This design comes from an exercise in tuning for small area on the open sky130 flow, not from production work. Function was checked by simulation only, so behaviour that the tests miss may differ from the original. Power is estimated from default activity; no workload was simulated.

<file path="flow/design.v">
module eve_pe
#(
parameter WORD_SZ = 32,
parameter GENE_SZ = 64,
parameter ATTR_SZ = 8
)(
input clk,
input rst,
input setup,
input state,
input [GENE_SZ - 1: 0]  data_in1,
input [GENE_SZ - 1: 0]  data_in2,
input [GENE_SZ - 1: 0]  gene_in1,
input [GENE_SZ - 1: 0]  gene_in2,
input [GENE_SZ - 1: 0]  random_num_pack,
output [GENE_SZ - 1: 0]  gene_out1,
output [GENE_SZ - 1: 0]  gene_out2,
output [GENE_SZ - 1: 0]  gene_out3,
output reg [2 : 0]  out_valid
);
reg        fit_gt;           
reg  [7:0] mp_node_bias;
reg  [7:0] mp_node_resp;
reg  [7:0] mp_node_act;
reg  [7:0] mp_node_agg;
reg  [7:0] mp_conn_weight;
reg  [7:0] mp_conn_enable;
reg  [7:0] child_genome_id;
reg  [7:0] node_add_prob;
reg  [7:0] node_del_prob;
reg  [7:0] conn_add_prob;
reg  [7:0] conn_del_prob;
reg  [7:0] del_node_prob;    
reg  [7:0] del_conn_prob;
reg  [7:0] add_node_prob;    
reg  [7:0] add_conn_prob;
reg setup_d1, setup_d2, setup_d3, setup_d4;
wire fit_gt_in = data_in1[55:48] > data_in1[63:56];
wire fit_gt_nx = setup ? fit_gt_in : fit_gt;
wire [7:0] mp_node_bias_nx   = setup ? data_in1[47:40] : mp_node_bias;
wire [7:0] mp_node_resp_nx   = setup ? data_in1[39:32] : mp_node_resp;
wire [7:0] mp_node_act_nx    = setup ? data_in1[31:24] : mp_node_act;
wire [7:0] mp_node_agg_nx    = setup ? data_in1[23:16] : mp_node_agg;
wire [7:0] mp_conn_weight_nx = setup ? data_in1[15:8]  : mp_conn_weight;
wire [7:0] mp_conn_enable_nx = setup ? data_in1[7:0]   : mp_conn_enable;
always @(posedge clk, posedge rst)
begin
    if (rst) begin
        fit_gt          <= 1'b0;
        mp_node_bias    <= 8'd0;
        mp_node_resp    <= 8'd0;
        mp_node_act     <= 8'd0;
        mp_node_agg     <= 8'd0;
        mp_conn_weight  <= 8'd0;
        mp_conn_enable  <= 8'd0;
        child_genome_id <= 8'd0;
        node_add_prob   <= 8'd0;
        node_del_prob   <= 8'd0;
        conn_add_prob   <= 8'd0;
        conn_del_prob   <= 8'd0;
    end else begin
        fit_gt         <= fit_gt_nx;
        mp_node_bias   <= mp_node_bias_nx;
        mp_node_resp   <= mp_node_resp_nx;
        mp_node_act    <= mp_node_act_nx;
        mp_node_agg    <= mp_node_agg_nx;
        mp_conn_weight <= mp_conn_weight_nx;
        mp_conn_enable <= mp_conn_enable_nx;
        if (setup) begin
            child_genome_id <= data_in2[7:0];
            node_add_prob   <= data_in2[15:8];
            node_del_prob   <= data_in2[23:16];
            conn_add_prob   <= data_in2[31:24];
            conn_del_prob   <= data_in2[39:32];
        end
    end
end
always @(posedge clk, posedge rst)
begin
    if (rst) begin
        setup_d1 <= 1'b0;
        setup_d2 <= 1'b0;
        setup_d3 <= 1'b0;
        setup_d4 <= 1'b0;
        del_node_prob <= 8'd0;
        del_conn_prob <= 8'd0;
        add_node_prob <= 8'd0;
        add_conn_prob <= 8'd0;
    end else begin
        setup_d1 <= setup;
        setup_d2 <= setup_d1;
        setup_d3 <= setup_d2;
        setup_d4 <= setup_d3;
        if (setup_d3) begin
            del_node_prob <= node_del_prob;
            del_conn_prob <= conn_del_prob;
        end
        if (setup_d4) begin
            add_node_prob <= node_add_prob;
            add_conn_prob <= conn_add_prob;
        end
    end
end
wire [15:0] key1 = gene_in1[47:32];
wire [15:0] key2 = gene_in2[47:32];
reg  [55:0] a_g1;            
reg  [7:0]  a_g2_type;       
reg  [31:0] a_g2_attr;       
reg         a_bubble;        
reg         a_bias;          
always @(posedge clk, posedge rst)
begin
    if (rst) begin
        a_g1      <= 56'd0;
        a_g2_type <= 8'd0;
        a_g2_attr <= 32'd0;
        a_bubble  <= 1'b0;
        a_bias    <= 1'b0;
    end else begin
        a_g1      <= gene_in1[55:0];
        a_g2_type <= gene_in2[55:48];
        a_g2_attr <= gene_in2[31:0];
        a_bubble  <= key1 > key2;
        a_bias    <= key1 < key2;
    end
end
reg  [15:0] b_key;
reg  [7:0]  b_type;
reg  [31:0] b_g1_attr;
reg  [31:0] b_g2_attr;
reg         b_bubble;
reg         b_bias;
always @(posedge clk)
begin
    b_key     <= a_g1[47:32];
    b_type    <= (!a_bias && fit_gt_nx) ? a_g2_type : a_g1[55:48];
    b_g1_attr <= a_g1[31:0];
    b_g2_attr <= a_g2_attr;
    b_bubble  <= a_bubble;
    b_bias    <= a_bias;
end
reg         c_skip;
reg  [15:0] c_key;
reg  [7:0]  c_type;
reg  [31:0] c_attr;
wire [3:0] xsel;
genvar gi;
generate
    for (gi = 0; gi < 4; gi = gi + 1) begin : g_xsel
        assign xsel[gi] = !b_bias && (random_num_pack[8*gi+7:8*gi] > 8'h40);
    end
endgenerate
always @(posedge clk, posedge rst)
begin
    if (rst)
        c_skip <= 1'b1;
    else
        c_skip <= setup | b_bubble;
end
always @(posedge clk)
begin
    c_key  <= b_key;
    c_type <= b_type;
    c_attr[7:0]   <= xsel[0] ? b_g2_attr[7:0]   : b_g1_attr[7:0];
    c_attr[15:8]  <= xsel[1] ? b_g2_attr[15:8]  : b_g1_attr[15:8];
    c_attr[23:16] <= xsel[2] ? b_g2_attr[23:16] : b_g1_attr[23:16];
    c_attr[31:24] <= xsel[3] ? b_g2_attr[31:24] : b_g1_attr[31:24];
end
reg         d_skip;
reg  [15:0] d_key;
reg  [7:0]  d_type;
reg  [31:0] d_attr;
wire       gtype = c_type[7];
wire [7:0] r0 = random_num_pack[7:0];
wire [7:0] r1 = random_num_pack[15:8];
wire [7:0] r2 = random_num_pack[23:16];
wire [7:0] r3 = random_num_pack[31:24];
wire [7:0] th0 = gtype ? mp_conn_weight_nx : mp_node_bias_nx;
wire [7:0] th1 = gtype ? mp_conn_enable_nx : mp_node_resp_nx;
wire [7:0] th2 = gtype ? 8'd0 : mp_node_act_nx;
wire [7:0] th3 = gtype ? 8'd0 : mp_node_agg_nx;
wire [7:0] mv1 = gtype ? {7'd0, r1[0]} : r1;
wire [7:0] mv2 = gtype ? 8'd0 : {4'd0, r2[3:0]};
wire [7:0] mv3 = gtype ? 8'd0 : {5'd0, r3[2:0]};
always @(posedge clk, posedge rst)
begin
    if (rst)
        d_skip <= 1'b1;
    else
        d_skip <= c_skip;
end
always @(posedge clk)
begin
    d_key  <= c_key;
    d_type <= c_type;
    d_attr[7:0]   <= (r0 > th0) ? r0  : c_attr[7:0];
    d_attr[15:8]  <= (r1 > th1) ? mv1 : c_attr[15:8];
    d_attr[23:16] <= (r2 > th2) ? mv2 : c_attr[23:16];
    d_attr[31:24] <= (r3 > th3) ? mv3 : c_attr[31:24];
end
reg  [63:0] e_gene;
reg         e_bubble;
always @(posedge clk, posedge rst)
begin
    if (rst) begin
        e_gene   <= 64'd0;
        e_bubble <= 1'b0;
    end else begin
        e_gene   <= {child_genome_id, d_type, d_key, d_attr};
        e_bubble <= d_skip;
    end
end
wire [7:0] e_src  = e_gene[47:40];
wire [7:0] e_dst  = e_gene[39:32];
wire       e_hidden = (e_gene[54:53] == 2'b00);
reg  [7:0] hidden_max0;
always @(posedge clk, posedge rst)
begin
    if (rst)
        hidden_max0 <= 8'd0;
    else if (setup)
        hidden_max0 <= 8'd0;
    else if (!state && !e_bubble && e_hidden && (e_src > hidden_max0))
        hidden_max0 <= e_src;
end
wire [7:0] r5 = random_num_pack[39:32];
reg  [63:0] f_gene;
reg         f_valid;
reg  [3:0]  del_ctr;
reg  [63:0] del_list;            
wire [7:0] del_hit;
generate
    for (gi = 0; gi < 8; gi = gi + 1) begin : g_match
        assign del_hit[gi] = (del_ctr > gi) && ((e_src == del_list[8*gi+7:8*gi]) || (e_dst == del_list[8*gi+7:8*gi]));
    end
endgenerate
wire del_node = !setup_d3 && !e_bubble && !state && (r5 > del_node_prob) && !del_ctr[3] && e_hidden;
always @(posedge clk, posedge rst)
begin
    if (rst) begin
        f_valid <= 1'b0;
        del_ctr <= 4'd0;
    end else if (setup_d3) begin
        f_valid <= 1'b0;
        del_ctr <= 4'd0;
    end else if (e_bubble) begin
        f_valid <= 1'b0;
    end else if (!state) begin
        if (del_node) begin
            f_valid <= 1'b0;
            del_ctr <= del_ctr + 4'd1;
        end else begin
            f_valid <= 1'b1;
        end
    end else begin
        f_valid <= !((|del_hit) || (r5 > del_conn_prob));
    end
end
always @(posedge clk)
begin
    f_gene <= e_gene;
    if (del_node)
        del_list <= {del_list[55:0], e_src};
end
wire [7:0] r6 = random_num_pack[47:40];
reg  [63:0] g_gene;
reg  [7:0]  g_genome_id;
reg  [7:0]  src_reg;
reg  [7:0]  hidden_max1;
reg         next_flag;
always @(posedge clk, posedge rst)
begin
    if (rst) begin
        out_valid   <= 3'b000;
        hidden_max1 <= 8'd0;
        next_flag   <= 1'b0;
    end else if (setup_d4) begin
        out_valid   <= 3'b000;
        hidden_max1 <= 8'd0;
        next_flag   <= 1'b0;
    end else if (!f_valid) begin
        out_valid   <= 3'b000;
    end else if (!state) begin
        hidden_max1 <= hidden_max0;
        out_valid   <= 3'b001;
    end else if (r6 > add_node_prob) begin
        hidden_max1 <= hidden_max1 + 8'd1;
        out_valid   <= 3'b111;
    end else if ((r6 > add_conn_prob) && !next_flag) begin
        out_valid   <= 3'b001;
        next_flag   <= 1'b1;
    end else if (next_flag) begin
        out_valid   <= 3'b011;
        next_flag   <= 1'b0;
    end else begin
        out_valid   <= 3'b001;
    end
end
wire rec_src = !setup_d4 && f_valid && state && !(r6 > add_node_prob) && (r6 > add_conn_prob) && !next_flag;
always @(posedge clk)
begin
    g_gene      <= f_gene;
    g_genome_id <= child_genome_id;
    if (rec_src)
        src_reg <= f_gene[47:40];
end
wire split = out_valid[2];
assign gene_out1 = split ? {g_gene[63:56], 8'h00, hidden_max1, 8'h00, 32'h01010101}
                         : g_gene;
assign gene_out2 = split ? {g_gene[63:56], 8'h80, g_gene[47:40], hidden_max1, g_gene[31:0]}
                         : {g_genome_id, 8'h80, src_reg, g_gene[39:32], 32'h01010000};
assign gene_out3 = {g_gene[63:56], 8'h80, hidden_max1, g_gene[39:32], 32'h01010000};
endmodule
</file>
<file path="flow/run.sh">
#!/bin/bash
# synth_recipe.tcl (not shown) runs the flow's synth.tcl, then flattens the netlist and writes it again
# the make line also repeats each setting of config.mk as NAME=value (left out here)
make -C /OpenROAD-flow-scripts/flow DESIGN_CONFIG=/design/flow/config.mk WORK_HOME=/design/flow/orfs CLKGATE_MAP_FILE= SYNTH_SCRIPT=/design/flow/synth_recipe.tcl finish
</file>
<file path="flow/config.mk">
export PLATFORM = sky130hd
export DESIGN_NAME = eve_pe
export DESIGN_NICKNAME = eve_pe
export VERILOG_FILES = /design/flow/design.v
export SDC_FILE = /design/flow/constraint.sdc
export NUM_CORES = 4
export LEC_CHECK = 0
export ABC_AREA = 1
export CAP_MARGIN = 20
export CORE_MARGIN = 2
export CORE_UTILIZATION = 40
export SLEW_MARGIN = 20
</file>
<file path="flow/constraint.sdc">
create_clock -name core_clock -period 4.5 [get_ports {clk}]
set_input_delay 0.9000 -clock core_clock [delete_from_list [all_inputs] [get_ports {clk}]]
set_output_delay 0.9000 -clock core_clock [all_outputs]
set_load 0.01 [all_outputs]
</file>
==> impl_metrics.yaml, run 1 <==
setup_path:
  r2r_cells: 8
  timing.rr.start: "c_type[7]$_DFF_P_"
  critPathMaxFanout: 79
  slowest_stage: "buf_4"
  cp-start-kind: "flop"
  crit_family: "buffers and inverters"
  rrSetupSlack_ns: 1.23
  cp_num_buf_inv: 2
  critPathMostFrequentCell: "nand2_1"
  path_class: "flop to output pin"
  end_kind: "output pin"
  r2r-end: "d_attr[0]$_DFF_P_"
  max_stage_delay_ns: 0.76
  worstPathRequired_ns: 3.60
  cp.arrival_ns: 2.86
  path_cells: "buf_4 > nand2_1 > nand2_1 > clkdlybuf4s50_1"
job:
  max-cap-violations: 0
layout:
  drive_above_1_share_pct: 6.80
  fin_util_pct: 51.6
  syn2layout_area_growth_pct: 27.9
  nets: 3291
  final_common_cell: "nand2_1"
  fillers: 5640
  final_cell_mix: "nand2_1 (676), clkdlybuf4s50_1 (413), dfxtp_1 (338)"
pwr:
  combPwrFrac_pct: 10.1
  ir_worst_vdd_v: 0.000287
  switchingPower_mw: 3.53
  p_seq_share_pct: 49.3
  powerDensity_nw_per_um2: 456
  p_leak_nw: 15.1
  switching_share_pct: 23.4
  p_int_mw: 11.6
  p_clk_share_pct: 40.6
  finalPower_mw: 15.1
yosys:
  seq_area_frac_synth_pct: 65.1
  yosys_most_used_dff: "dfxtp_1"
  ys.warnings.count: 1
  synth.top_cell.area_share_pct: 30.3
  yosysTopAreaCell: "dfrtp_1"
  synth.avg_cell_area_sq_um: 10.5
  netlist_area_sq_um: 25800
  synth_area_leaders: "dfrtp_1 (30%), dfxtp_1 (26%), nand2_1 (9.8%)"
  postSynthCellCount: 2450
  synth-async-reset-ratio_pct: 43.4
  ys_types: 47
  ys_seq_elements: 725
  synth-edff-count: 72
sta:
  rsz0062_at_grt: "false"
  worst_slack_ns: 0.739
  drv_slew: 0
  min_period_ns: 3.76
  period_share_pct: 83.6
  holdWs_ns: 0.307
  worst_pin_slew_ns: 1.02
  fin_worst_skew_ns: 0.0259
  max_freq_mhz: 266
  slew_headroom_pct: 31.6
  setup_viol: 0
  finalHoldViolCount: 0
route:
  detail-route-antenna-nets: 0
  via_count: 17019
  drcViolationCount: 0
  via_per_inst: 4.49
  drt_wl_total_um: 60300
  first_pass_iters: 5
  wl_per_cell_um: 15.9
  drt_iter0_markers: 879
placement:
  place_congestion: 0.851
  post-dp-hpwl_um: 44800
  post-place-ws_ns: 0.804
  placement.io_buffers: 414
die:
  die_h_um: 258
  std_cell_rows: 93
  ios: 519
  die_width_um: 258
  die_area_sq_um: 66600
  core_sq_um: 64100
  initial_core_util_pct: 40.3
global_routing:
  grt_pass1_wl_um: 93600
  grtUsageTotal_pct: 18.1
  grt-ovfl-total: 0
  grt_pass1_vias: 17406
  grt_start_max_net_pins: 94
  antenna_found_initial: 14
cts:
  ctsHtreeMaxLevel: 3
  clock_latency_ns: 0.61
  clkSinkCount: 725
  numCtsBuffers: 75
  cts-root-buf: "clkbuf_16"
  holdBufCountCts: 0
  post-cts-setup-buffer-count: 0
  cts_tree: "yes"
  clk_pin_slew_ns: 0.06
  clk_path_buf_depth: 3
  ctsResizeCount: 0
hold_path:
  whs_endpoint: "e_gene[39]$_DFF_PP0_"
  holdCritPathClass: "flop to flop"
  whs_path_depth: 0
  worstHoldStart: "d_key[7]$_DFF_P_"
run_status:
  status: "finished clean"
[kinds of logic (layout without fill, tap and decap cells)]
logic type	count (synthesis)	after routing	synth area share (%)
flip-flops	725	725	65.1
other	2	55	0.0291
AND/OR/NAND/NOR	886	886	13.5
XOR/XNOR	98	98	3.32
buffers and inverters	382	813	6.96
adder cells (fa/ha/maj)	102	102	4.94
multiplexers	32	32	1.39
AO/OA/AOI/OAI	223	223	4.83
[Yosys cell counts, types with 3 or more instances]
cell type	instances
nand2_1	676
dfxtp_1	338
dfrtp_1	313
inv_1	239
nor2_1	123
o21ai_0	122
ha_1	102
xnor2_1	95
buf_4	90
edfxtp_1	72
nand3_1	58
a21oi_1	57
clkbuf_1	34
mux2_2	32
buf_2	9
nand4_1	8
o21ai_1	7
o22ai_1	6
a22oi_1	5
nor3_1	5
or2_2	5
inv_2	4
o21a_1	4
o21ai_2	4
buf_1	3
o211ai_1	3
o31ai_1	3
or2_1	3
xor2_1	3
[area by class of cell]
cell class,count,area (sq um),share of cell area (%)
antenna,7,17.5,0.0530
clock buffer,109,2200,6.65
clock inverter,30,310,0.939
inverter,244,921,2.79
multi-input combinational,1389,7400,22.4
sequential,725,16800,50.9
tap,855,1070,3.24
timing repair buffer,430,4320,13.1
[stage by stage]
step | cells | instance area, sq um | TNS, ns
detailed placement | 3643 | 30500 | 0
global placement | 3643 | 30500 | 0
global route | 3787 | 33100 | 0
finish | 3789 | 33100 | 0
floorplan | 2496 | 26000 | -186.31
CTS | 3782 | 33000 | 0
[metal layers]
layer | GRT usage (%) | up-vias | part of all wire, %
li1 | - | 8430 | -
met4 | 7.19 | 14 | 3.3
met3 | 4.79 | 131 | 5.8
met5 | 0 | - | 0.15
met2 | 31.7 | 421 | 50
met1 | 21.2 | 8023 | 40
[power groups by stage]
stage | Combinational [mW] | Sequential [mW] | Clock, mW
5_1_grt | 1.70 | 7.50 | 6.58
3_3_place_gp | 1.50 | 7.55 | 0
4_1_cts | 1.54 | 7.45 | 6.30
2_1_floorplan | 0.893 | 7.43 | 0
3_5_place_dp | 1.53 | 7.57 | 0
6_report | 1.52 | 7.44 | 6.13
[how the worst max path moves through the flow]
stage	from	end	slack [ns]	cells past startpoint
5_1_grt	out_valid[2]$_DFF_PP0_	gene_out2[59]	0.48	4
3_5_place_dp	setup	d_attr[5]$_DFF_P_	0.80	12
3_3_place_gp	setup	d_attr[5]$_DFF_P_	0.84	12
6_report	out_valid[2]$_DFF_PP0_	gene_out2[59]	0.74	4
2_1_floorplan	rst	a_bias$_DFF_PP0_	-0.60	1
4_1_cts	out_valid[2]$_DFF_PP0_	gene_out2[59]	0.68	4
==> run 2: changes to the inputs <==
--- a/flow/config.mk
+++ b/flow/config.mk
@@ -6,5 +6,4 @@
 export NUM_CORES = 4
 export LEC_CHECK = 0
-export ABC_AREA = 1
 export CAP_MARGIN = 20
 export CORE_MARGIN = 2
==> run 2 against run 1 <==
  * First-iteration DRC count shrank 38%
  * Utilization grew 0.65 points
  * Register-to-register slack better by 0.38 ns
  * Design area fell by 0.56%
  * Critical path type unchanged
  * Critical endpoint is now gene_out2[57]
  * Highest routed layer unchanged
==> impl_metrics.yaml, run 2 <==
placement:
  place_congestion: 0.827
  post-dp-hpwl_um: 43100
  placed_cells: 3050
  placement.io_buffers: 414
setup_path:
  critPathMaxFanout: 65
  path_class: "flop to output pin"
  cp.arrival_ns: 2.77
  cp-start-kind: "flop"
  worstPathRequired_ns: 3.60
  end_kind: "output pin"
  r2r_cells: 9
die:
  die_width_um: 256
  core_sq_um: 63000
  ios: 519
  std_cell_rows: 92
  die_h_um: 256
  initial_core_util_pct: 40.4
  die_area_sq_um: 65600
route:
  via_count: 14632
  first_pass_iters: 4
  detail-route-antenna-nets: 0
  wl_met1_um: 25300
  wl_met2_um: 29200
  drt_iter0_markers: 544
  wl_per_cell_um: 18.6
  highest_layer: "met5"
  drcViolationCount: 0
  drt_wl_total_um: 59200
  met3_length_um: 3240
  via_per_inst: 4.58
layout:
  nets: 2706
  final_cell_mix: "clkdlybuf4s50_1 (413), dfxtp_1 (337), dfrtp_1 (312)"
  stdcell_count: 3192
  syn2layout_area_growth_pct: 29.2
  fillers: 5304
  drive_above_1_share_pct: 14.4
  final_common_cell: "clkdlybuf4s50_1"
sta:
  worst_pin_slew_ns: 0.844
  setup_tns_ns: 0
  slew_headroom_pct: 43.7
  rsz0062_at_grt: "false"
  min_period_ns: 3.67
  drv_slew: 0
  finalHoldViolCount: 0
  holdWs_ns: 0.311
  setup_viol: 0
  max_freq_mhz: 273
  period_share_pct: 81.5
  fin_worst_skew_ns: 0.0189
global_routing:
  grt_pass1_vias: 15772
  grt-ovfl-total: 0
  grt_pass1_wl_um: 90800
  grt_start_max_net_pins: 120
  grtUsageTotal_pct: 18.1
  antenna_found_initial: 11
pwr:
  p_seq_share_pct: 48.1
  switchingPower_mw: 3.41
  combPwrFrac_pct: 9.5
  switching_share_pct: 22.2
  powerDensity_nw_per_um2: 468
  ir_worst_vdd_v: 0.000286
  p_clk_share_pct: 42.4
  p_leak_nw: 13.7
  p_int_mw: 12.0
run_status:
  status: "finished clean"
cts:
  clock_latency_ns: 0.61
  ctsResizeCount: 0
  numCtsBuffers: 74
  clk_path_buf_depth: 3
  holdBufCountCts: 0
  clkSinkCount: 725
  ctsHtreeMaxLevel: 3
  cts-root-buf: "clkbuf_16"
  clk_pin_slew_ns: 0.06
  post-cts-setup-buffer-count: 0
  cts_tree: "yes"
yosys:
  synth.avg_cell_area_sq_um: 13.7
  synth.top_cell.area_share_pct: 30.8
  ys.warnings.count: 1
  yosysMostFrequentCell: "dfxtp_1"
  yosysTopAreaCell: "dfrtp_1"
  ys_seq_elements: 725
  seq_area_frac_synth_pct: 66.1
  netlist_area_sq_um: 25400
  synth-edff-count: 72
  postSynthCellCount: 1861
  synth-async-reset-ratio_pct: 43.4
  synth_area_leaders: "dfrtp_1 (31%), dfxtp_1 (27%), edfxtp_1 (8.5%)"
  synth_common_cells: "dfxtp_1 (338), dfrtp_1 (313), mux2_2 (166), ha_1 (102), xnor2_1 (97)"
  yosys_most_used_dff: "dfxtp_1"
  ys_types: 56
job:
  max-cap-violations: 0
hold_path:
  holdCritPathClass: "flop to flop"
  whs_path_depth: 0
## run 2: cell count changes in the layout (fill, tap and decap cells not counted), sizes merged, moves of 53 or more
cell and change:
nand2 -621, inv -157, mux2 +142, nor2 -91, nor2b +84, o21ai -72
nand3 -53
## run 2: metrics by stage
step	cell area, sq um	total power [mW]	util [%]	setup WS (ns)
3_3_place_gp	30200	8.96	47.9	0.727
2_1_floorplan	25600	8.27	-	-0.595
4_1_cts	32900	15.6	52.2	0.714
5_1_grt	32900	16.0	52.2	0.643
3_5_place_dp	30200	9.01	47.9	0.715
6_report	32900	15.4	52.2	0.831
## run 2: logic make-up (layout without fill, tap and decap cells)
| logic type | count (synthesis) | in the layout | synth area share [%] |
|---|---|---|---|
| compound gates | 159 | 159 | 3.83 |
| xor+xnor | 130 | 130 | 4.48 |
| fa+ha+maj | 102 | 102 | 5.02 |
| buf+inv | 218 | 653 | 4.58 |
| flops | 725 | 725 | 66.1 |
| mux | 201 | 201 | 8.88 |
| other cells | 2 | 52 | 0.0295 |
| simple gates | 324 | 324 | 7.10 |
## run 2: worst max-delay path, stage by stage (launching register included)
cell and delay [ns]:
dfrtp_4 0.95, buf_12 0.31, mux2_2 0.36, clkdlybuf4s50_1 0.50
## run 2: routing by layer
layer | track usage (%) | vias to the layer above
li1 | - | 6998
met1 | 22.3 | 7167
met2 | 30.8 | 351
met3 | 4.90 | 104
met4 | 5.91 | 12
met5 | 0 | -
## run 2: final cells by class
class | instances | area, sq um | share of cell area [%]
Sequential cell | 725 | 16800 | 51.2
Multi-Input combinational cell | 964 | 7650 | 23.3
Timing Repair Buffer | 431 | 4330 | 13.2
Clock buffer | 106 | 2240 | 6.81
Tap cell | 846 | 1060 | 3.22
Clock inverter | 32 | 443 | 1.35
Inverter | 84 | 319 | 0.971
Antenna cell | 4 | 10.0 | 0.0305
## run 2: power by group through the flow
stage,Sequential (mW),Clock [mW],Combinational (mW)
6_report,7.40,6.52,1.46
5_1_grt,7.46,6.96,1.61
4_1_cts,7.41,6.70,1.48
2_1_floorplan,7.37,0,0.899
3_3_place_gp,7.52,0,1.45
3_5_place_dp,7.54,0,1.47
## run 2: final timing paths
kind / from / to / slack (ns)
max: out_valid[2]$_DFF_PP0_ / gene_out2[57] / 0.83
min: f_gene[8]$_DFF_P_ / g_gene[8]$_DFF_P_ / 0.31
max reg2reg: c_type[7]$_DFF_P_ / d_attr[16]$_DFF_P_ / 1.61
min reg2reg: f_gene[8]$_DFF_P_ / g_gene[8]$_DFF_P_ / 0.31
max in group asynchronous: rst / c_skip$_DFF_PP1_ / 2.59
min in group asynchronous: rst / child_genome_id[3]$_DFFE_PP0P_ / 0.76
==> run 3: changes to the inputs <==
--- a/flow/design.v
+++ b/flow/design.v
@@ -55,8 +55,4 @@
         mp_conn_enable  <= 8'd0;
         child_genome_id <= 8'd0;
-        node_add_prob   <= 8'd0;
-        node_del_prob   <= 8'd0;
-        conn_add_prob   <= 8'd0;
-        conn_del_prob   <= 8'd0;
     end else begin
         fit_gt         <= fit_gt_nx;
@@ -67,11 +63,15 @@
         mp_conn_weight <= mp_conn_weight_nx;
         mp_conn_enable <= mp_conn_enable_nx;
-        if (setup) begin
+        if (setup)
             child_genome_id <= data_in2[7:0];
-            node_add_prob   <= data_in2[15:8];
-            node_del_prob   <= data_in2[23:16];
-            conn_add_prob   <= data_in2[31:24];
-            conn_del_prob   <= data_in2[39:32];
-        end
+    end
+end
+always @(posedge clk)
+begin
+    if (setup) begin
+        node_add_prob <= data_in2[15:8];
+        node_del_prob <= data_in2[23:16];
+        conn_add_prob <= data_in2[31:24];
+        conn_del_prob <= data_in2[39:32];
     end
 end
@@ -109,20 +109,23 @@
 reg         a_bubble;        
 reg         a_bias;          
+reg         a_zero;          
 always @(posedge clk, posedge rst)
 begin
     if (rst) begin
-        a_g1      <= 56'd0;
-        a_g2_type <= 8'd0;
-        a_g2_attr <= 32'd0;
         a_bubble  <= 1'b0;
         a_bias    <= 1'b0;
+        a_zero    <= 1'b1;
     end else begin
-        a_g1      <= gene_in1[55:0];
-        a_g2_type <= gene_in2[55:48];
-        a_g2_attr <= gene_in2[31:0];
         a_bubble  <= key1 > key2;
         a_bias    <= key1 < key2;
+        a_zero    <= 1'b0;
     end
 end
+always @(posedge clk)
+begin
+    a_g1      <= gene_in1[55:0];
+    a_g2_type <= gene_in2[55:48];
+    a_g2_attr <= gene_in2[31:0];
+end
 reg  [15:0] b_key;
 reg  [7:0]  b_type;
@@ -131,4 +134,5 @@
 reg         b_bubble;
 reg         b_bias;
+reg         b_zero;
 always @(posedge clk)
 begin
@@ -139,4 +143,5 @@
     b_bubble  <= a_bubble;
     b_bias    <= a_bias;
+    b_zero    <= a_zero;
 end
 reg         c_skip;
@@ -160,10 +165,10 @@
 always @(posedge clk)
 begin
-    c_key  <= b_key;
-    c_type <= b_type;
-    c_attr[7:0]   <= xsel[0] ? b_g2_attr[7:0]   : b_g1_attr[7:0];
-    c_attr[15:8]  <= xsel[1] ? b_g2_attr[15:8]  : b_g1_attr[15:8];
-    c_attr[23:16] <= xsel[2] ? b_g2_attr[23:16] : b_g1_attr[23:16];
-    c_attr[31:24] <= xsel[3] ? b_g2_attr[31:24] : b_g1_attr[31:24];
+    c_key  <= b_zero ? 16'd0 : b_key;
+    c_type <= b_zero ? 8'd0  : b_type;
+    c_attr[7:0]   <= b_zero ? 8'd0 : xsel[0] ? b_g2_attr[7:0]   : b_g1_attr[7:0];
+    c_attr[15:8]  <= b_zero ? 8'd0 : xsel[1] ? b_g2_attr[15:8]  : b_g1_attr[15:8];
+    c_attr[23:16] <= b_zero ? 8'd0 : xsel[2] ? b_g2_attr[23:16] : b_g1_attr[23:16];
+    c_attr[31:24] <= b_zero ? 8'd0 : xsel[3] ? b_g2_attr[31:24] : b_g1_attr[31:24];
 end
 reg         d_skip;
==> run 3 against run 2 <==
  * Flip-flop and latch count increased by 2
  * Count of clock-buffer cells in the layout increased by 8
  * Via count fell by 1.3%
  * Sequential power down 0.7%
  * Sequential share of layout area down 0.13 points
  * Highest routed layer unchanged
  * Area after synthesis down 1.5%
  * Critical path type unchanged
==> impl_metrics.yaml, run 3 <==
run_status:
  status: "finished clean"
hold_path:
  whs_path_depth: 0
  whs_endpoint: "g_gene[3]$_DFF_P_"
  holdCritPathClass: "flop to flop"
  worstHoldStart: "f_gene[3]$_DFF_P_"
cts:
  cts-root-buf: "clkbuf_16"
  ctsResizeCount: 0
  post-cts-setup-buffer-count: 0
  holdBufCountCts: 0
  clk_pin_slew_ns: 0.06
  cts_tree: "yes"
  clkSinkCount: 727
  clock_latency_ns: 0.61
  ctsHtreeMaxLevel: 3
  numCtsBuffers: 78
  clk_path_buf_depth: 3
setup_path:
  end_kind: "output pin"
  path_class: "flop to output pin"
  cp.arrival_ns: 2.93
  max_stage_delay_ns: 0.95
  r2r_cells: 9
  slowest_stage: "dfrtp_4"
  worstPathRequired_ns: 3.60
  timing.rr.start: "c_type[7]$_SDFF_PP0_"
  critPathMaxFanout: 67
  cp-start-kind: "flop"
  path_cells: "buf_4 > and2_1 > clkdlybuf4s50_1"
  rrSetupSlack_ns: 1.65
  cp_num_buf_inv: 2
  r2r-end: "d_attr[26]$_DFF_P_"
  crit_family: "buffers and inverters"
global_routing:
  grtUsageTotal_pct: 17.0
  grt-ovfl-total: 0
  antenna_found_initial: 18
  grt_pass1_wl_um: 83400
  grt_pass1_vias: 15039
  grt_start_max_net_pins: 88
pwr:
  p_leak_nw: 13.3
  ir_worst_vdd_v: 0.000275
  powerDensity_nw_per_um2: 467
  finalPower_mw: 15.2
die:
  die_width_um: 254
  die_area_sq_um: 64600
  core_sq_um: 61800
  initial_core_util_pct: 40.5
  std_cell_rows: 91
  ios: 519
  die_h_um: 254
yosys:
  ys_types: 56
  postSynthCellCount: 1888
  yosysTopAreaCell: "dfxtp_1"
  synth-async-reset-ratio_pct: 25.9
  synth_common_cells: "dfxtp_1 (435), dfrtp_1 (185), xnor2_1 (112), mux2_2 (110)"
  synth-edff-count: 104
  ys.warnings.count: 1
  ys_seq_elements: 727
  yosysMostFrequentCell: "dfxtp_1"
  synth.top_cell.area_share_pct: 34.8
  yosys_most_used_dff: "dfxtp_1"
  seq_area_frac_synth_pct: 66.0
  netlist_area_sq_um: 25100
  synth.avg_cell_area_sq_um: 13.3
  synth_area_leaders: "dfxtp_1 (35%), dfrtp_1 (18%), edfxtp_1 (12%)"
job:
  max-cap-violations: 0
layout:
  fillers: 5279
  seq_area_sq_um: 16500
  syn2layout_area_growth_pct: 29.4
  nets: 2736
  final_cell_mix: "dfxtp_1 (433), clkdlybuf4s50_1 (413), dfrtp_1 (184)"
  final_common_cell: "dfxtp_1"
  multiInputGateArea_sq_um: 7510
  drive_above_1_share_pct: 11.5
placement:
  post-place-ws_ns: 0.736
  place_congestion: 0.859
  post-dp-hpwl_um: 40100
  placement.io_buffers: 414
route:
  via_count: 14441
  first_pass_iters: 5
  wl_per_cell_um: 17.2
  drt_iter0_markers: 638
  drcViolationCount: 0
  via_per_inst: 4.49
  detail-route-antenna-nets: 0
  drt_wl_total_um: 55300
sta:
  finalHoldViolCount: 0
  worst_slack_ns: 0.669
  holdWs_ns: 0.314
  worst_pin_slew_ns: 0.947
  fin_worst_skew_ns: 0.0289
  drv_slew: 0
  slew_headroom_pct: 36.6
  min_period_ns: 3.83
  max_freq_mhz: 261
  setup_viol: 0
  rsz0062_at_grt: "false"
  period_share_pct: 85.1
  setup_tns_ns: 0
==> run 3: per-stage QoR <==
step | utilization, % | cell area, sq um | std cells
floorplan | - | 25200 | 1935
global placement | 48.1 | 29700 | 3067
detailed placement | 48.1 | 29700 | 3067
CTS | 52.4 | 32400 | 3209
global route | 52.4 | 32400 | 3211
finish | 52.4 | 32400 | 3214
==> run 3: how the worst max path moves through the flow <==
| stage | from | cells after the start | end | slack, ns |
|---|---|---|---|---|
| final | out_valid[2]$_DFF_PP0_ | 3 | gene_out2[12] | 0.67 |
| after global routing | out_valid[2]$_DFF_PP0_ | 3 | gene_out1[16] | 0.49 |
| after CTS | out_valid[2]$_DFF_PP0_ | 3 | gene_out1[16] | 0.61 |
| after detailed placement | setup | 12 | d_attr[24]$_DFF_P_ | 0.74 |
| after global placement | setup | 12 | d_attr[26]$_DFF_P_ | 0.76 |
| after floorplan | random_num_pack[33] | 8 | del_ctr[2]$_DFFE_PP0P_ | 0.43 |
==> run 3: cell type report <==
cell class	count	share of cell area, %
clock buffers	114	7.13
flip-flops and latches	727	51.0
multi-input cells	989	23.2
well taps	837	3.23
diodes	5	0.0386
clock inverters	28	1.12
repair buffers	431	13.3
inverters	83	0.973
==> run 3: power by group <==
| group | leakage (nW) | switching [mW] | total, mW | internal (mW) |
|---|---|---|---|---|
| Clock | 1.31 | 2.58 | 6.47 | 3.90 |
| Sequential | 6.94 | 0.222 | 7.35 | 7.13 |
| Combinational | 5.06 | 0.578 | 1.33 | 0.756 |
| Total | 13.3 | 3.38 | 15.2 | 11.8 |
==> run 3: kinds of logic after synthesis <==
family,synth area share [%]
adders and majority gates,5.09
AOI/OAI and AO/OA,4.24
xor gates and xnor gates,4.51
and+or+nand+nor,8.10
muxes,7.26
DFF,66.0
other,0.0300
buffers and inverters,4.75
==> run 3: routing by layer <==
metal	track usage, %	up-vias	share of wire [%]
met5	0	-	0.27
met4	6.00	26	2.7
met3	6.26	123	7.4
met2	29.4	336	51
met1	19.2	6858	39
li1	-	7098	-
==> run 4: changes to the inputs <==
--- a/flow/design.v
+++ b/flow/design.v
@@ -19,4 +19,28 @@
 output reg [2 : 0]  out_valid
 );
+function gt8;
+    input [7:0] a;
+    input [7:0] b;
+    integer i;
+    reg g;
+    begin
+        g = 1'b0;
+        for (i = 0; i < 8; i = i + 1)
+            g = (a[i] & ~b[i]) | ((a[i] | ~b[i]) & g);
+        gt8 = g;
+    end
+endfunction
+function gt16;
+    input [15:0] a;
+    input [15:0] b;
+    integer i;
+    reg g;
+    begin
+        g = 1'b0;
+        for (i = 0; i < 16; i = i + 1)
+            g = (a[i] & ~b[i]) | ((a[i] | ~b[i]) & g);
+        gt16 = g;
+    end
+endfunction
 reg        fit_gt;           
 reg  [7:0] mp_node_bias;
@@ -36,5 +60,5 @@
 reg  [7:0] add_conn_prob;
 reg setup_d1, setup_d2, setup_d3, setup_d4;
-wire fit_gt_in = data_in1[55:48] > data_in1[63:56];
+wire fit_gt_in = gt8(data_in1[55:48], data_in1[63:56]);
 wire fit_gt_nx = setup ? fit_gt_in : fit_gt;
 wire [7:0] mp_node_bias_nx   = setup ? data_in1[47:40] : mp_node_bias;
@@ -117,6 +141,6 @@
         a_zero    <= 1'b1;
     end else begin
-        a_bubble  <= key1 > key2;
-        a_bias    <= key1 < key2;
+        a_bubble  <= gt16(key1, key2);
+        a_bias    <= gt16(key2, key1);
         a_zero    <= 1'b0;
     end
@@ -199,8 +223,8 @@
     d_key  <= c_key;
     d_type <= c_type;
-    d_attr[7:0]   <= (r0 > th0) ? r0  : c_attr[7:0];
-    d_attr[15:8]  <= (r1 > th1) ? mv1 : c_attr[15:8];
-    d_attr[23:16] <= (r2 > th2) ? mv2 : c_attr[23:16];
-    d_attr[31:24] <= (r3 > th3) ? mv3 : c_attr[31:24];
+    d_attr[7:0]   <= gt8(r0, th0) ? r0  : c_attr[7:0];
+    d_attr[15:8]  <= gt8(r1, th1) ? mv1 : c_attr[15:8];
+    d_attr[23:16] <= gt8(r2, th2) ? mv2 : c_attr[23:16];
+    d_attr[31:24] <= gt8(r3, th3) ? mv3 : c_attr[31:24];
 end
 reg  [63:0] e_gene;
@@ -226,5 +250,5 @@
     else if (setup)
         hidden_max0 <= 8'd0;
-    else if (!state && !e_bubble && e_hidden && (e_src > hidden_max0))
+    else if (!state && !e_bubble && e_hidden && gt8(e_src, hidden_max0))
         hidden_max0 <= e_src;
 end
@@ -240,5 +264,5 @@
     end
 endgenerate
-wire del_node = !setup_d3 && !e_bubble && !state && (r5 > del_node_prob) && !del_ctr[3] && e_hidden;
+wire del_node = !setup_d3 && !e_bubble && !state && gt8(r5, del_node_prob) && !del_ctr[3] && e_hidden;
 always @(posedge clk, posedge rst)
 begin
@@ -259,5 +283,5 @@
         end
     end else begin
-        f_valid <= !((|del_hit) || (r5 > del_conn_prob));
+        f_valid <= !((|del_hit) || gt8(r5, del_conn_prob));
     end
 end
@@ -289,8 +313,8 @@
         hidden_max1 <= hidden_max0;
         out_valid   <= 3'b001;
-    end else if (r6 > add_node_prob) begin
+    end else if (gt8(r6, add_node_prob)) begin
         hidden_max1 <= hidden_max1 + 8'd1;
         out_valid   <= 3'b111;
-    end else if ((r6 > add_conn_prob) && !next_flag) begin
+    end else if (gt8(r6, add_conn_prob) && !next_flag) begin
         out_valid   <= 3'b001;
         next_flag   <= 1'b1;
@@ -302,5 +326,5 @@
     end
 end
-wire rec_src = !setup_d4 && f_valid && state && !(r6 > add_node_prob) && (r6 > add_conn_prob) && !next_flag;
+wire rec_src = !setup_d4 && f_valid && state && !gt8(r6, add_node_prob) && gt8(r6, add_conn_prob) && !next_flag;
 always @(posedge clk)
 begin
--- a/flow/config.mk
+++ b/flow/config.mk
@@ -9,3 +9,6 @@
 export CORE_MARGIN = 2
 export CORE_UTILIZATION = 40
+export CTS_BUF_LIST = sky130_fd_sc_hd__clkbuf_4 sky130_fd_sc_hd__clkbuf_8
+export CTS_CLUSTER_DIAMETER = 40
+export CTS_CLUSTER_SIZE = 10
 export SLEW_MARGIN = 20
==> run 4 against run 3 <==
  * Utilization up 0.26 points
  * Total power fell by 2.5%
  * Clock skew rose by 0.019 ns
  * Via count is 4.1% higher
  * Worst hold slack lost 0.0080 ns
  * Final cell count decreased by 0.19%
  * Flip-flop and latch count stayed put
  * First-iteration DRC count grew 5.5%
  * Global-route usage grew 1.3 points
  * Largest power group unchanged
  * Die area is 2.0% lower
  * Design area shrank 1.7%
  * Synthesized cell count fell by 0.79%
  * Critical endpoint is now src_reg[3]$_DFFE_PP_
==> impl_metrics.yaml, run 4 <==
cts:
  ctsResizeCount: 0
  clkSinkCount: 727
  clock_latency_ns: 0.71
  post-cts-setup-buffer-count: 0
  cts_tree: "yes"
  ctsHtreeMaxLevel: 3
  clk_path_buf_depth: 3
  holdBufCountCts: 0
  cts-root-buf: "clkbuf_8"
  numCtsBuffers: 104
  clk_pin_slew_ns: 0.07
yosys:
  ys_types: 72
  synth.top_cell.area_share_pct: 35.5
  yosysMostFrequentCell: "dfxtp_1"
  seq_area_frac_synth_pct: 67.4
  yosys_most_used_dff: "dfxtp_1"
  netlist_area_sq_um: 24600
  synth.avg_cell_area_sq_um: 13.1
  ys.warnings.count: 1
  synth_common_cells: "dfxtp_1 (435), dfrtp_1 (185), edfxtp_1 (104), mux2_2 (98), inv_1 (93)"
  ys_seq_elements: 727
  yosysTopAreaCell: "dfxtp_1"
  synth-async-reset-ratio_pct: 25.9
  synth_area_leaders: "dfxtp_1 (35%), dfrtp_1 (19%), edfxtp_1 (13%)"
  synth-edff-count: 104
  postSynthCellCount: 1873
die:
  std_cell_rows: 90
  ios: 519
  initial_core_util_pct: 40.6
  die_width_um: 252
  core_sq_um: 60500
  die_h_um: 252
  die_area_sq_um: 63400
pwr:
  ir_worst_vdd_v: 0.000296
  p_leak_nw: 13.1
  powerDensity_nw_per_um2: 464
setup_path:
  critPathMaxFanout: 8
  path_class: "input port to flop"
  end_kind: "flop"
  cp.arrival_ns: 3.95
  worstPathRequired_ns: 4.83
  rrSetupSlack_ns: 1.04
  cp-start-kind: "input port"
placement:
  post-dp-hpwl_um: 42300
  postPlaceCellArea_sq_um: 29300
  place_congestion: 0.857
  placement.io_buffers: 414
sta:
  min_period_ns: 3.62
  slew_headroom_pct: 24.0
  rsz0062_at_grt: "false"
  period_share_pct: 80.3
  max_freq_mhz: 277
  setup_viol: 0
  finalHoldViolCount: 0
  holdWs_ns: 0.306
  worst_pin_slew_ns: 1.14
  fin_worst_skew_ns: 0.0481
  setup_tns_ns: 0
  drv_slew: 0
run_status:
  status: "finished clean"
route:
  drcViolationCount: 0
  drt_wl_total_um: 58100
  wl_per_cell_um: 18.1
  detail-route-antenna-nets: 0
  first_pass_iters: 5
  via_per_inst: 4.69
  drt_iter0_markers: 673
  via_count: 15037
hold_path:
  holdCritPathClass: "flop to flop"
layout:
  fin_util_pct: 52.7
  nets: 2664
  drive_above_1_share_pct: 14.5
  final_cell_mix: "dfxtp_1 (434), clkdlybuf4s50_1 (413), dfrtp_1 (184)"
  finalInstanceArea_sq_um: 31900
  syn2layout_area_growth_pct: 29.8
  final_common_cell: "dfxtp_1"
global_routing:
  grt_pass1_vias: 15813
  grt_start_max_net_pins: 110
  grt_pass1_wl_um: 88700
  antenna_found_initial: 18
  grtUsageTotal_pct: 18.3
  grt-ovfl-total: 0
job:
  max-cap-violations: 0
run 4: cell type report:
type / instances / area (sq um)
antenna: 4 / 10.0
clock buffer: 150 / 1900
clock inverter: 43 / 641
fill: 5105 / 28600
inverter: 93 / 353
multi-input combinational: 972 / 7080
sequential: 727 / 16500
tap: 782 / 978
timing repair buffer: 437 / 4360
run 4: critical path, stage by stage:
cell and delay (ns):
clkdlybuf4s50_1 0.42, nor2b_1 0.14, maj3_1 0.35, maj3_1 0.37, maj3_1 0.37, maj3_1 0.40
maj3_1 0.36, o31a_1 0.27, nand3_1 0.10, inv_1 0.27
run 4: path summary, 6_finish.rpt:
path | end | start | depth (start not counted)
min | g_gene[61]$_DFF_P_ | f_gene[61]$_DFF_P_ | 0
max | src_reg[3]$_DFFE_PP_ | random_num_pack[40] | 10
min reg2reg | g_gene[61]$_DFF_P_ | f_gene[61]$_DFF_P_ | 0
max reg2reg | d_attr[1]$_DFF_P_ | c_type[7]$_SDFF_PP0_ | 10
min in group asynchronous | child_genome_id[1]$_DFFE_PP0P_ | rst | 2
max in group asynchronous | a_bias$_DFF_PP0_ | rst | 3
run 4: kinds of logic (layout without fill, tap and decap cells):
family	count (synthesis)	count (layout)	synth area share, %
xor gates and xnor gates	128	128	4.57
and+or+nand+nor	389	389	8.40
adders and majority gates	42	42	1.80
buffers and inverters	221	723	4.57
AOI/OAI and AO/OA	200	200	5.34
muxes	164	164	7.91
other	2	53	0.0306
DFF	727	727	67.4
run 4: stage by stage:
stage	power, mW	cells	setup slack (ns)
final	14.8	3208	0.885
after global routing	15.4	3207	0.814
after CTS	15.0	3203	0.920
after detailed placement	8.85	3010	0.205
after global placement	8.81	3010	0.201
after floorplan	8.17	1920	0.0857
run 4: per-layer routing:
layer	global-route usage (%)	wire, um
met1	21.1	23300
met2	32.5	29800
met3	5.21	3450
met4	5.92	1410
met5	0	166
run 4: where the power goes:
| part | internal [mW] | leakage, nW | switching (mW) | total, mW |
|---|---|---|---|---|
| Clock | 3.52 | 1.29 | 2.55 | 6.08 |
| Sequential | 7.12 | 6.93 | 0.246 | 7.37 |
| Combinational | 0.745 | 4.86 | 0.584 | 1.33 |
==> run 5: changes to the inputs <==
--- a/flow/config.mk
+++ b/flow/config.mk
@@ -9,6 +9,6 @@
 export CORE_MARGIN = 2
 export CORE_UTILIZATION = 40
-export CTS_BUF_LIST = sky130_fd_sc_hd__clkbuf_4 sky130_fd_sc_hd__clkbuf_8
-export CTS_CLUSTER_DIAMETER = 40
-export CTS_CLUSTER_SIZE = 10
+export CTS_BUF_LIST = sky130_fd_sc_hd__clkbuf_8
+export CTS_CLUSTER_DIAMETER = 50
+export CTS_CLUSTER_SIZE = 16
 export SLEW_MARGIN = 20
==> run 5 against run 4 <==
  * Clock skew down 0.013 ns
  * Largest cell class unchanged
  * Flip-flop and latch count unchanged
  * Via count down 1.2%
  * Largest power group unchanged
  * Total power down 12%
  * Wire length down 1.5%
==> impl_metrics.yaml, run 5 <==
run_status:
  status: "finished clean"
cts:
  cts_tree: "yes"
  post-cts-setup-buffer-count: 0
  ctsHtreeMaxLevel: 3
  ctsResizeCount: 0
  clkSinkCount: 727
  cts-root-buf: "clkbuf_8"
  clk_path_buf_depth: 3
  clk_pin_slew_ns: 0.09
  numCtsBuffers: 71
  holdBufCountCts: 0
  clock_latency_ns: 0.66
die:
  core_sq_um: 60500
  die_h_um: 252
  die_area_sq_um: 63400
  ios: 519
  die_width_um: 252
  initial_core_util_pct: 40.6
  std_cell_rows: 90
job:
  max-cap-violations: 0
route:
  via_count: 14850
  first_pass_iters: 5
  wl_per_cell_um: 18.2
  drt_wl_total_um: 57200
  via_per_inst: 4.72
  detail-route-antenna-nets: 0
  drt_iter0_markers: 768
  drcViolationCount: 0
global_routing:
  grt-ovfl-total: 0
  grt_start_max_net_pins: 110
  antenna_found_initial: 17
  grt_pass1_vias: 15370
  grt_pass1_wl_um: 87300
  grtUsageTotal_pct: 18.0
setup_path:
  cp-start-kind: "input port"
  cp.arrival_ns: 3.94
  rrSetupSlack_ns: 0.99
  critPathMaxFanout: 8
  timing.rr.start: "c_type[7]$_SDFF_PP0_"
  max_stage_delay_ns: 0.42
  path_cells: "clkdlybuf4s50_1 > nor2b_1 > maj3_1 > maj3_1 > maj3_1 > maj3_1 > maj3_1 > o31a_1 > nand3_1 > inv_1"
  end_kind: "flop"
  slowest_stage: "clkdlybuf4s50_1"
  r2r_cells: 10
  critPathMostFrequentCell: "maj3_1"
  r2r-end: "d_attr[1]$_DFF_P_"
  path_class: "input port to flop"
  worstPathRequired_ns: 4.81
placement:
  post-dp-hpwl_um: 42300
  placement.io_buffers: 414
  place_congestion: 0.857
layout:
  fillers: 5207
  final_cell_mix: "dfxtp_1 (434), clkdlybuf4s50_1 (413), dfrtp_1 (184)"
  drive_above_1_share_pct: 11.7
  multiInputGateArea_sq_um: 7080
  nets: 2631
  syn2layout_area_growth_pct: 25.9
  seq_area_sq_um: 16500
  final_common_cell: "dfxtp_1"
sta:
  period_share_pct: 80.6
  setup_tns_ns: 0
  slew_headroom_pct: 23.6
  worst_pin_slew_ns: 1.15
  drv_slew: 0
  min_period_ns: 3.63
  rsz0062_at_grt: "false"
  fin_worst_skew_ns: 0.0350
  finalHoldViolCount: 0
  max_freq_mhz: 276
  setup_viol: 0
yosys:
  synth-async-reset-ratio_pct: 25.9
  synth_common_cells: "dfxtp_1 (435), dfrtp_1 (185), edfxtp_1 (104), mux2_2 (98), inv_1 (93)"
  yosysMostFrequentCell: "dfxtp_1"
  postSynthCellCount: 1873
  yosysTopAreaCell: "dfxtp_1"
  ys.warnings.count: 1
  ys_types: 72
  ys_seq_elements: 727
  synth_area_leaders: "dfxtp_1 (35%), dfrtp_1 (19%), edfxtp_1 (13%)"
  synth.avg_cell_area_sq_um: 13.1
  yosys_most_used_dff: "dfxtp_1"
  synth-edff-count: 104
  netlist_area_sq_um: 24600
  seq_area_frac_synth_pct: 67.4
  synth.top_cell.area_share_pct: 35.5
hold_path:
  holdCritPathClass: "flop to flop"
  whs_path_depth: 0
  worstHoldStart: "d_key[8]$_DFF_P_"
  whs_endpoint: "e_gene[40]$_DFF_PP0_"
pwr:
  finalPower_mw: 13.1
  ir_worst_vdd_v: 0.000267
  powerDensity_nw_per_um2: 423
  p_leak_nw: 12.6
[run 5: cell count changes in the layout (fill, tap and decap cells not counted)]
cell / change
clkbuf_4: -27
clkinv_2: +1
inv_12: +1
diode_2: +1
inv_6: -1
inv_4: -1
inv_8: +8
inv_1: +12
bufinv_16: -8
clkinv_1: -1
clkinvlp_4: -2
clkinv_4: -1
clkbuf_8: -46
[run 5: per-stage QoR]
step	setup slack, ns	hold WS (ns)	cells	util (%)	area [sq um]
after floorplan	0.0857	0.310	1920	-	24700
after global placement	0.201	0.310	3010	48.5	29300
after detailed placement	0.205	0.312	3010	48.5	29300
after CTS	0.917	0.315	3138	51.1	30900
after global routing	0.787	0.307	3142	51.1	30900
final	0.872	0.314	3144	51.1	30900
[run 5: kinds of logic after synthesis]
family | Yosys count | share of synthesized area, %
xor+xnor | 128 | 4.57
compound gates | 200 | 5.34
other cells | 2 | 0.0306
flops | 727 | 67.4
simple gates | 389 | 8.40
fa+ha+maj | 42 | 1.80
mux | 164 | 7.91
buf+inv | 221 | 4.57
[run 5: worst max path at each step]
stage	start	end	slack (ns)	cells after the start
2_1_floorplan	random_num_pack[34]	del_ctr[2]$_DFFE_PP0P_	0.09	9
3_3_place_gp	random_num_pack[40]	src_reg[2]$_DFFE_PP_	0.20	10
3_5_place_dp	random_num_pack[40]	src_reg[2]$_DFFE_PP_	0.20	10
4_1_cts	random_num_pack[40]	src_reg[5]$_DFFE_PP_	0.92	10
5_1_grt	c_type[7]$_SDFF_PP0_	d_attr[0]$_DFF_P_	0.79	10
6_report	random_num_pack[40]	src_reg[3]$_DFFE_PP_	0.87	10
[run 5: layout make-up]
| type | count | area share [%] |
|---|---|---|
| antenna | 5 | 0.0405 |
| clock buffer | 77 | 3.43 |
| clock inverter | 51 | 1.66 |
| inverter | 93 | 1.14 |
| multi-input combinational | 972 | 22.9 |
| sequential | 727 | 53.5 |
| tap | 782 | 3.17 |
| timing repair buffer | 437 | 14.1 |
[run 5: critical path, delay by kind of cell]
kind                     cells  cell delay, ns
buffers and inverters        2            0.68
adder cells (fa/ha/maj)      5            1.83
AND/OR/NAND/NOR              2            0.24
AO/OA/AOI/OAI                1            0.27
[run 5: per-layer routing]
layer	track usage (%)	up-vias	routed length (um)
met5	0	-	140
met4	5.49	24	1260
met3	4.99	111	3590
met2	31.8	397	29200
met1	21.4	7220	23000
li1	-	7098	-
[run 5: power by group]
part / internal [mW] / total, mW / switching (mW)
combinational: 0.745 / 1.33 / 0.583
clock: 2.00 / 4.39 / 2.39
sequential: 7.11 / 7.36 / 0.245
total: 9.86 / 13.1 / 3.22
==> run 6: changes to the inputs <==
--- a/flow/config.mk
+++ b/flow/config.mk
@@ -8,5 +8,5 @@
 export CAP_MARGIN = 20
 export CORE_MARGIN = 2
-export CORE_UTILIZATION = 40
+export CORE_UTILIZATION = 60
 export CTS_BUF_LIST = sky130_fd_sc_hd__clkbuf_8
 export CTS_CLUSTER_DIAMETER = 50
==> run 6 against run 5 <==
  * Sequential power is essentially flat
  * Worst setup slack lost 0.071 ns
  * Maximum frequency is 1.9% lower
  * Critical endpoint is now gene_out2[27]
  * Wire length fell by 11%
  * Largest cell class unchanged
  * Register-to-register slack gained 0.38 ns
  * Still clean
==> impl_metrics.yaml, run 6 <==
sta:
  fin_worst_skew_ns: 0.0264
  worst_pin_slew_ns: 1.09
  setup_tns_ns: 0
  rsz0062_at_grt: "false"
  max_freq_mhz: 270
  drv_slew: 0
  setup_viol: 0
  period_share_pct: 82.2
  finalHoldViolCount: 0
  min_period_ns: 3.70
  slew_headroom_pct: 27.1
layout:
  fillers: 2737
  finalInstanceArea_sq_um: 30100
  drive_above_1_share_pct: 9.97
  final_cell_mix: "dfxtp_1 (433), clkdlybuf4s50_1 (413), dfrtp_1 (183)"
  stdcell_count: 2861
  final_common_cell: "dfxtp_1"
  multiInputGateArea_sq_um: 7080
  fin_util_pct: 74.1
  nets: 2609
  seq_area_sq_um: 16500
  syn2layout_area_growth_pct: 22.6
setup_path:
  worstPathRequired_ns: 3.60
  cp.arrival_ns: 2.80
  r2r_cells: 9
  max_stage_delay_ns: 0.96
  end_kind: "output pin"
  cp-start-kind: "flop"
  path_cells: "buf_4 > and2_1 > clkdlybuf4s50_1"
  critPathMaxFanout: 68
  timing.rr.start: "add_conn_prob[0]$_DFFE_PP0P_"
  slowest_stage: "dfrtp_4"
  path_class: "flop to output pin"
  r2r-end: "src_reg[5]$_DFFE_PP_"
  rrSetupSlack_ns: 1.37
pwr:
  finalPower_mw: 12.2
  ir_worst_vdd_v: 0.000314
  p_leak_nw: 12.4
  powerDensity_nw_per_um2: 405
global_routing:
  use_met3_pct: 6.05
  grt_start_max_net_pins: 80
  grtUsageTotal_pct: 23.8
  top_usage_layer: "met2"
  use_met1_pct: 28.9
  grt-ovfl-total: 0
  grt_pass1_vias: 14640
  antenna_found_initial: 11
  use_met2_pct: 41.4
  grt_pass1_wl_um: 77200
placement:
  postPlaceCellArea_sq_um: 29000
  placed_cells: 2754
  placement.io_buffers: 414
  place_congestion: 0.861
  post-dp-hpwl_um: 37000
yosys:
  yosys_most_used_dff: "dfxtp_1"
  yosysTopAreaCell: "dfxtp_1"
  synth-edff-count: 104
  postSynthCellCount: 1873
  seq_area_frac_synth_pct: 67.4
  ys_types: 72
  synth_area_leaders: "dfxtp_1 (35%), dfrtp_1 (19%), edfxtp_1 (13%)"
  ys_seq_elements: 727
  synth_common_cells: "dfxtp_1 (435), dfrtp_1 (185), edfxtp_1 (104), mux2_2 (98), inv_1 (93)"
  yosysMostFrequentCell: "dfxtp_1"
  synth.avg_cell_area_sq_um: 13.1
  ys.warnings.count: 1
  synth.top_cell.area_share_pct: 35.5
  netlist_area_sq_um: 24600
  synth-async-reset-ratio_pct: 25.9
run_status:
  status: "finished clean"
hold_path:
  whs_path_depth: 0
  worstHoldStart: "c_type[0]$_SDFF_PP0_"
  holdCritPathClass: "flop to flop"
  whs_endpoint: "d_type[0]$_DFF_P_"
cts:
  cts_tree: "yes"
  ctsResizeCount: 0
  clk_pin_slew_ns: 0.10
  cts-root-buf: "clkbuf_8"
  clkSinkCount: 727
  numCtsBuffers: 56
  clock_latency_ns: 0.67
  ctsHtreeMaxLevel: 2
  post-cts-setup-buffer-count: 0
  clk_path_buf_depth: 3
  holdBufCountCts: 0
route:
  via_count: 14696
  drt_iter0_markers: 760
  first_pass_iters: 5
  drt_wl_total_um: 50900
  detail-route-antenna-nets: 0
  drcViolationCount: 0
  via_per_inst: 5.14
  wl_per_cell_um: 17.8
die:
  die_h_um: 206
  ios: 519
  std_cell_rows: 74
  initial_core_util_pct: 60.4
  die_area_sq_um: 42600
  die_width_um: 206
  core_sq_um: 40600
job:
  max-cap-violations: 0
[run 6: cell counts after synthesis]
Identical to the previous run, type by type.
[run 6: through the flow]
step,worst slack (ns),hold slack [ns]
after CTS,0.713,0.311
after detailed placement,0.325,0.312
final,0.800,0.313
after global placement,0.327,0.310
after floorplan,0.0857,0.310
after global routing,0.647,0.315
[run 6: power breakdown]
part,internal (mW),switching [mW]
clock,1.48,2.05
combinational,0.740,0.558
sequential,7.11,0.240
total,9.33,2.85
[run 6: logic make-up (layout without fill, tap and decap cells)]
group,count (synthesis),count (layout),share of synthesized area [%]
AO/OA/AOI/OAI,200,200,5.34
flip-flops,727,727,67.4
other,2,52,0.0306
multiplexers,164,164,7.91
AND/OR/NAND/NOR,389,389,8.40
buffers and inverters,221,627,4.57
XOR/XNOR,128,128,4.57
adder cells (fa/ha/maj),42,42,1.80
[run 6: final cells by class]
cell class | count | area share (%)
well taps | 532 | 2.21
repair buffers | 430 | 14.3
multi-input cells | 972 | 23.5
clock inverters | 42 | 0.968
diodes | 3 | 0.0249
clock buffers | 62 | 2.83
flip-flops and latches | 727 | 55.0
inverters | 93 | 1.17
[run 6: layer usage]
layer	vias to the layer above	share of wire [%]
li1	7025	-
met1	7103	40
met2	454	50
met3	102	7.2
met4	12	2.4
met5	-	0.16
[run 6: how the worst max path moves through the flow]
stage,startpoint,endpoint,cells after the start
6_report,out_valid[2]$_DFF_PP0_,gene_out2[27],3
2_1_floorplan,random_num_pack[34],del_ctr[2]$_DFFE_PP0P_,9
5_1_grt,out_valid[2]$_DFF_PP0_,gene_out2[26],3
3_5_place_dp,random_num_pack[40],src_reg[3]$_DFFE_PP_,10
4_1_cts,out_valid[2]$_DFF_PP0_,gene_out2[23],3
3_3_place_gp,random_num_pack[40],src_reg[3]$_DFFE_PP_,10
[run 6: worst max-delay path, delay by kind of cell (launching register included)]
family,cells,cell delay (ns)
simple gates,1,0.18
buf+inv,2,0.95
flops,1,0.96
==> run 7: changes to the inputs <==
--- a/flow/config.mk
+++ b/flow/config.mk
@@ -8,7 +8,7 @@
 export CAP_MARGIN = 20
 export CORE_MARGIN = 2
-export CORE_UTILIZATION = 60
+export CORE_UTILIZATION = 70
 export CTS_BUF_LIST = sky130_fd_sc_hd__clkbuf_8
 export CTS_CLUSTER_DIAMETER = 50
-export CTS_CLUSTER_SIZE = 16
+export CTS_CLUSTER_SIZE = 18
 export SLEW_MARGIN = 20
==> run 7 against run 6 <==
  * Die area fell by 14%
  * Highest routed layer is now met4
  * Combinational power barely moved
  * Clock power fell by 11%
  * Still clean
  * Flip-flop and latch count did not move
  * Wire length rose by 1.4%
  * Design area fell by 1.0%
==> impl_metrics.yaml, run 7 <==
run_status:
  status: "finished clean"
cts:
  clock_latency_ns: 0.61
  post-cts-setup-buffer-count: 0
  cts_tree: "yes"
  holdBufCountCts: 0
  ctsResizeCount: 0
  clk_pin_slew_ns: 0.10
  clk_path_buf_depth: 3
  cts-root-buf: "clkbuf_8"
  clkSinkCount: 727
  ctsHtreeMaxLevel: 2
  numCtsBuffers: 49
die:
  core_sq_um: 34500
  initial_core_util_pct: 71.1
  die_width_um: 191
  die_area_sq_um: 36600
  ios: 519
  std_cell_rows: 68
  die_h_um: 191
global_routing:
  grt_pass1_wl_um: 78400
  grt_pass1_vias: 15319
  use_met2_pct: 50.3
  antenna_found_initial: 0
  top_usage_layer: "met2"
  grtUsageTotal_pct: 27.7
  use_met3_pct: 4.44
  grt-ovfl-total: 0
  use_met1_pct: 33.4
  grt_start_max_net_pins: 108
layout:
  nets: 2598
  multiInputGateArea_sq_um: 7080
  syn2layout_area_growth_pct: 21.4
  final_cell_mix: "dfxtp_1 (434), clkdlybuf4s50_1 (413), dfrtp_1 (183)"
  fillers: 1687
  final_common_cell: "dfxtp_1"
  seq_area_sq_um: 16500
  drive_above_1_share_pct: 9.32
sta:
  rsz0062_at_grt: "false"
  setup_tns_ns: 0
  min_period_ns: 3.67
  worst_pin_slew_ns: 1.06
  max_freq_mhz: 273
  period_share_pct: 81.5
  fin_worst_skew_ns: 0.0339
  setup_viol: 0
  slew_headroom_pct: 29.3
  drv_slew: 0
  finalHoldViolCount: 0
  worst_slack_ns: 0.831
setup_path:
  cp.arrival_ns: 3.98
  critPathMaxFanout: 8
  slowest_stage: "clkdlybuf4s50_1"
  cp-start-kind: "input port"
  critPathMostFrequentCell: "maj3_1"
  path_cells: "clkdlybuf4s50_1 > nor2b_1 > maj3_1 > maj3_1 > maj3_1 > maj3_1 > maj3_1 > o31a_1 > nand3_1 > inv_1"
  max_stage_delay_ns: 0.41
  crit_family: "adder cells"
  worstPathRequired_ns: 4.81
  end_kind: "flop"
  cp_num_buf_inv: 2
  path_class: "input port to flop"
route:
  via_per_inst: 5.39
  drt_wl_total_um: 51600
  first_pass_iters: 7
  drcViolationCount: 0
  via_count: 14914
  drt_iter0_markers: 1034
  detail-route-antenna-nets: 0
  wl_per_cell_um: 18.6
placement:
  post-place-ws_ns: 0.275
  placement.io_buffers: 414
  post-dp-hpwl_um: 37000
  place_congestion: 0.830
yosys:
  ys.warnings.count: 1
  ys_types: 72
  seq_area_frac_synth_pct: 67.4
  synth_area_leaders: "dfxtp_1 (35%), dfrtp_1 (19%), edfxtp_1 (13%)"
  synth.avg_cell_area_sq_um: 13.1
  ys_seq_elements: 727
  synth-edff-count: 104
  netlist_area_sq_um: 24600
  yosys_most_used_dff: "dfxtp_1"
  yosysTopAreaCell: "dfxtp_1"
  postSynthCellCount: 1873
  synth-async-reset-ratio_pct: 25.9
  yosysMostFrequentCell: "dfxtp_1"
  synth.top_cell.area_share_pct: 35.5
  synth_common_cells: "dfxtp_1 (435), dfrtp_1 (185), edfxtp_1 (104), mux2_2 (98), inv_1 (93)"
job:
  max-cap-violations: 0
pwr:
  ir_worst_vdd_v: 0.000326
  p_leak_nw: 12.3
  powerDensity_nw_per_um2: 396
hold_path:
  holdCritPathClass: "flop to flop"
[run 7: changes by cell type in the layout (fill, tap and decap cells not counted), sizes merged]
cell | before | now
clkbuf | 62 | 54
buf | 17 | 13
clkinv | 6 | 2
bufinv | 3 | 1
diode | 3 | 5
[run 7: layout make-up]
cell class	count	area share (%)
antenna	5	0.0420
clock inverter	36	0.663
sequential	727	55.5
multi-input combinational	972	23.8
inverter	93	1.18
clock buffer	54	2.49
timing repair buffer	426	14.4
tap	455	1.91
[run 7: stage by stage]
step / util [%] / power (mW) / std cells / hold WS (ns) / instance area, sq um
after CTS: 86.1 / 11.9 / 2762 / 0.314 / 29800
after detailed placement: 83.4 / 8.81 / 2672 / 0.312 / 28800
after floorplan: - / 8.17 / 1920 / 0.310 / 24700
after global placement: 83.4 / 8.72 / 2672 / 0.311 / 28800
after global routing: 86.3 / 12.3 / 2763 / 0.322 / 29800
final: 86.3 / 11.8 / 2768 / 0.309 / 29800
[run 7: worst paths after layout]
path	start	end	slack [ns]	cells after the start
max	random_num_pack[40]	src_reg[6]$_DFFE_PP_	0.83	10
min	c_key[8]$_SDFF_PP0_	d_key[8]$_DFF_P_	0.31	0
max reg2reg	c_type[7]$_SDFF_PP0_	d_attr[13]$_DFF_P_	1.04	9
min reg2reg	c_key[8]$_SDFF_PP0_	d_key[8]$_DFF_P_	0.31	0
max in group asynchronous	rst	child_genome_id[4]$_DFFE_PP0P_	2.96	3
min in group asynchronous	rst	mp_node_bias[5]$_DFF_PP0_	0.64	2
[run 7: cells by family (layout without fill, tap and decap cells)]
kind of cell	count (synthesis)	in the layout	synth area share (%)
flops	727	727	67.4
simple gates	389	389	8.40
buf+inv	221	609	4.57
compound gates	200	200	5.34
mux	164	164	7.91
xor+xnor	128	128	4.57
fa+ha+maj	42	42	1.80
other cells	2	54	0.0306
[run 7: worst register-to-register path, stage by stage (launching register included)]
cell and delay (ns):
dfxtp_1 0.87, buf_4 0.44, mux4_2 0.28, nand2_1 0.07, a221oi_2 0.24, nor2_1 0.08, maj3_2 0.30, maj3_2 0.34
maj3_4 0.42, mux2_4 0.32
[run 7: per-layer routing]
metal	up-vias	part of all wire (%)
li1	7010	-
met1	7244	38
met2	563	53
met3	97	6.1
met4	0	2.8
met5	-	0
[run 7: power by group]
part	internal (mW)	switching, mW
logic	0.738	0.564
registers	7.11	0.262
clock network	1.20	1.94

-- afterwards: timing with drivers on the ports --
No port has a modelled driver above. Below, the same layouts with a new extraction and two added sets of constraints. Step 1 assumes that a clkbuf_16 drives the clock port and a buf_2 every other input. Step 2 moves the port delays by t, midway between the first and last clock arrival at a register: inputs arrive t later, outputs are due t later. That takes back most of the time a late clock gives input paths. a / b / c = no drivers / after step 1 / after step 2; a / b = the first two.
| run | t (ns) | setup slack, ns | slew at the worst register clock pin (ns) |
|---|---|---|---|
| run 1 | 0.658 | 0.739 / 0.674 / 0.835 | 0.06 / 0.06 |
| run 2 | 0.659 | 0.831 / 0.768 / 0.720 | 0.06 / 0.06 |
| run 3 | 0.657 | 0.669 / 0.611 / 0.780 | 0.06 / 0.06 |
| run 4 | 0.744 | 0.885 / 0.918 / 0.174 | 0.08 / 0.08 |
| run 5 | 0.708 | 0.872 / 0.906 / 0.197 | 0.10 / 0.10 |
| run 6 | 0.710 | 0.800 / 0.747 / 0.331 | 0.10 / 0.10 |
| run 7 | 0.649 | 0.831 / 0.857 / 0.208 | 0.11 / 0.11 |
After both steps every run listed still meets setup and hold. The setup slack of run 4, which loses most, moves by +0.033 ns with the drivers and by -0.711 ns with both steps.
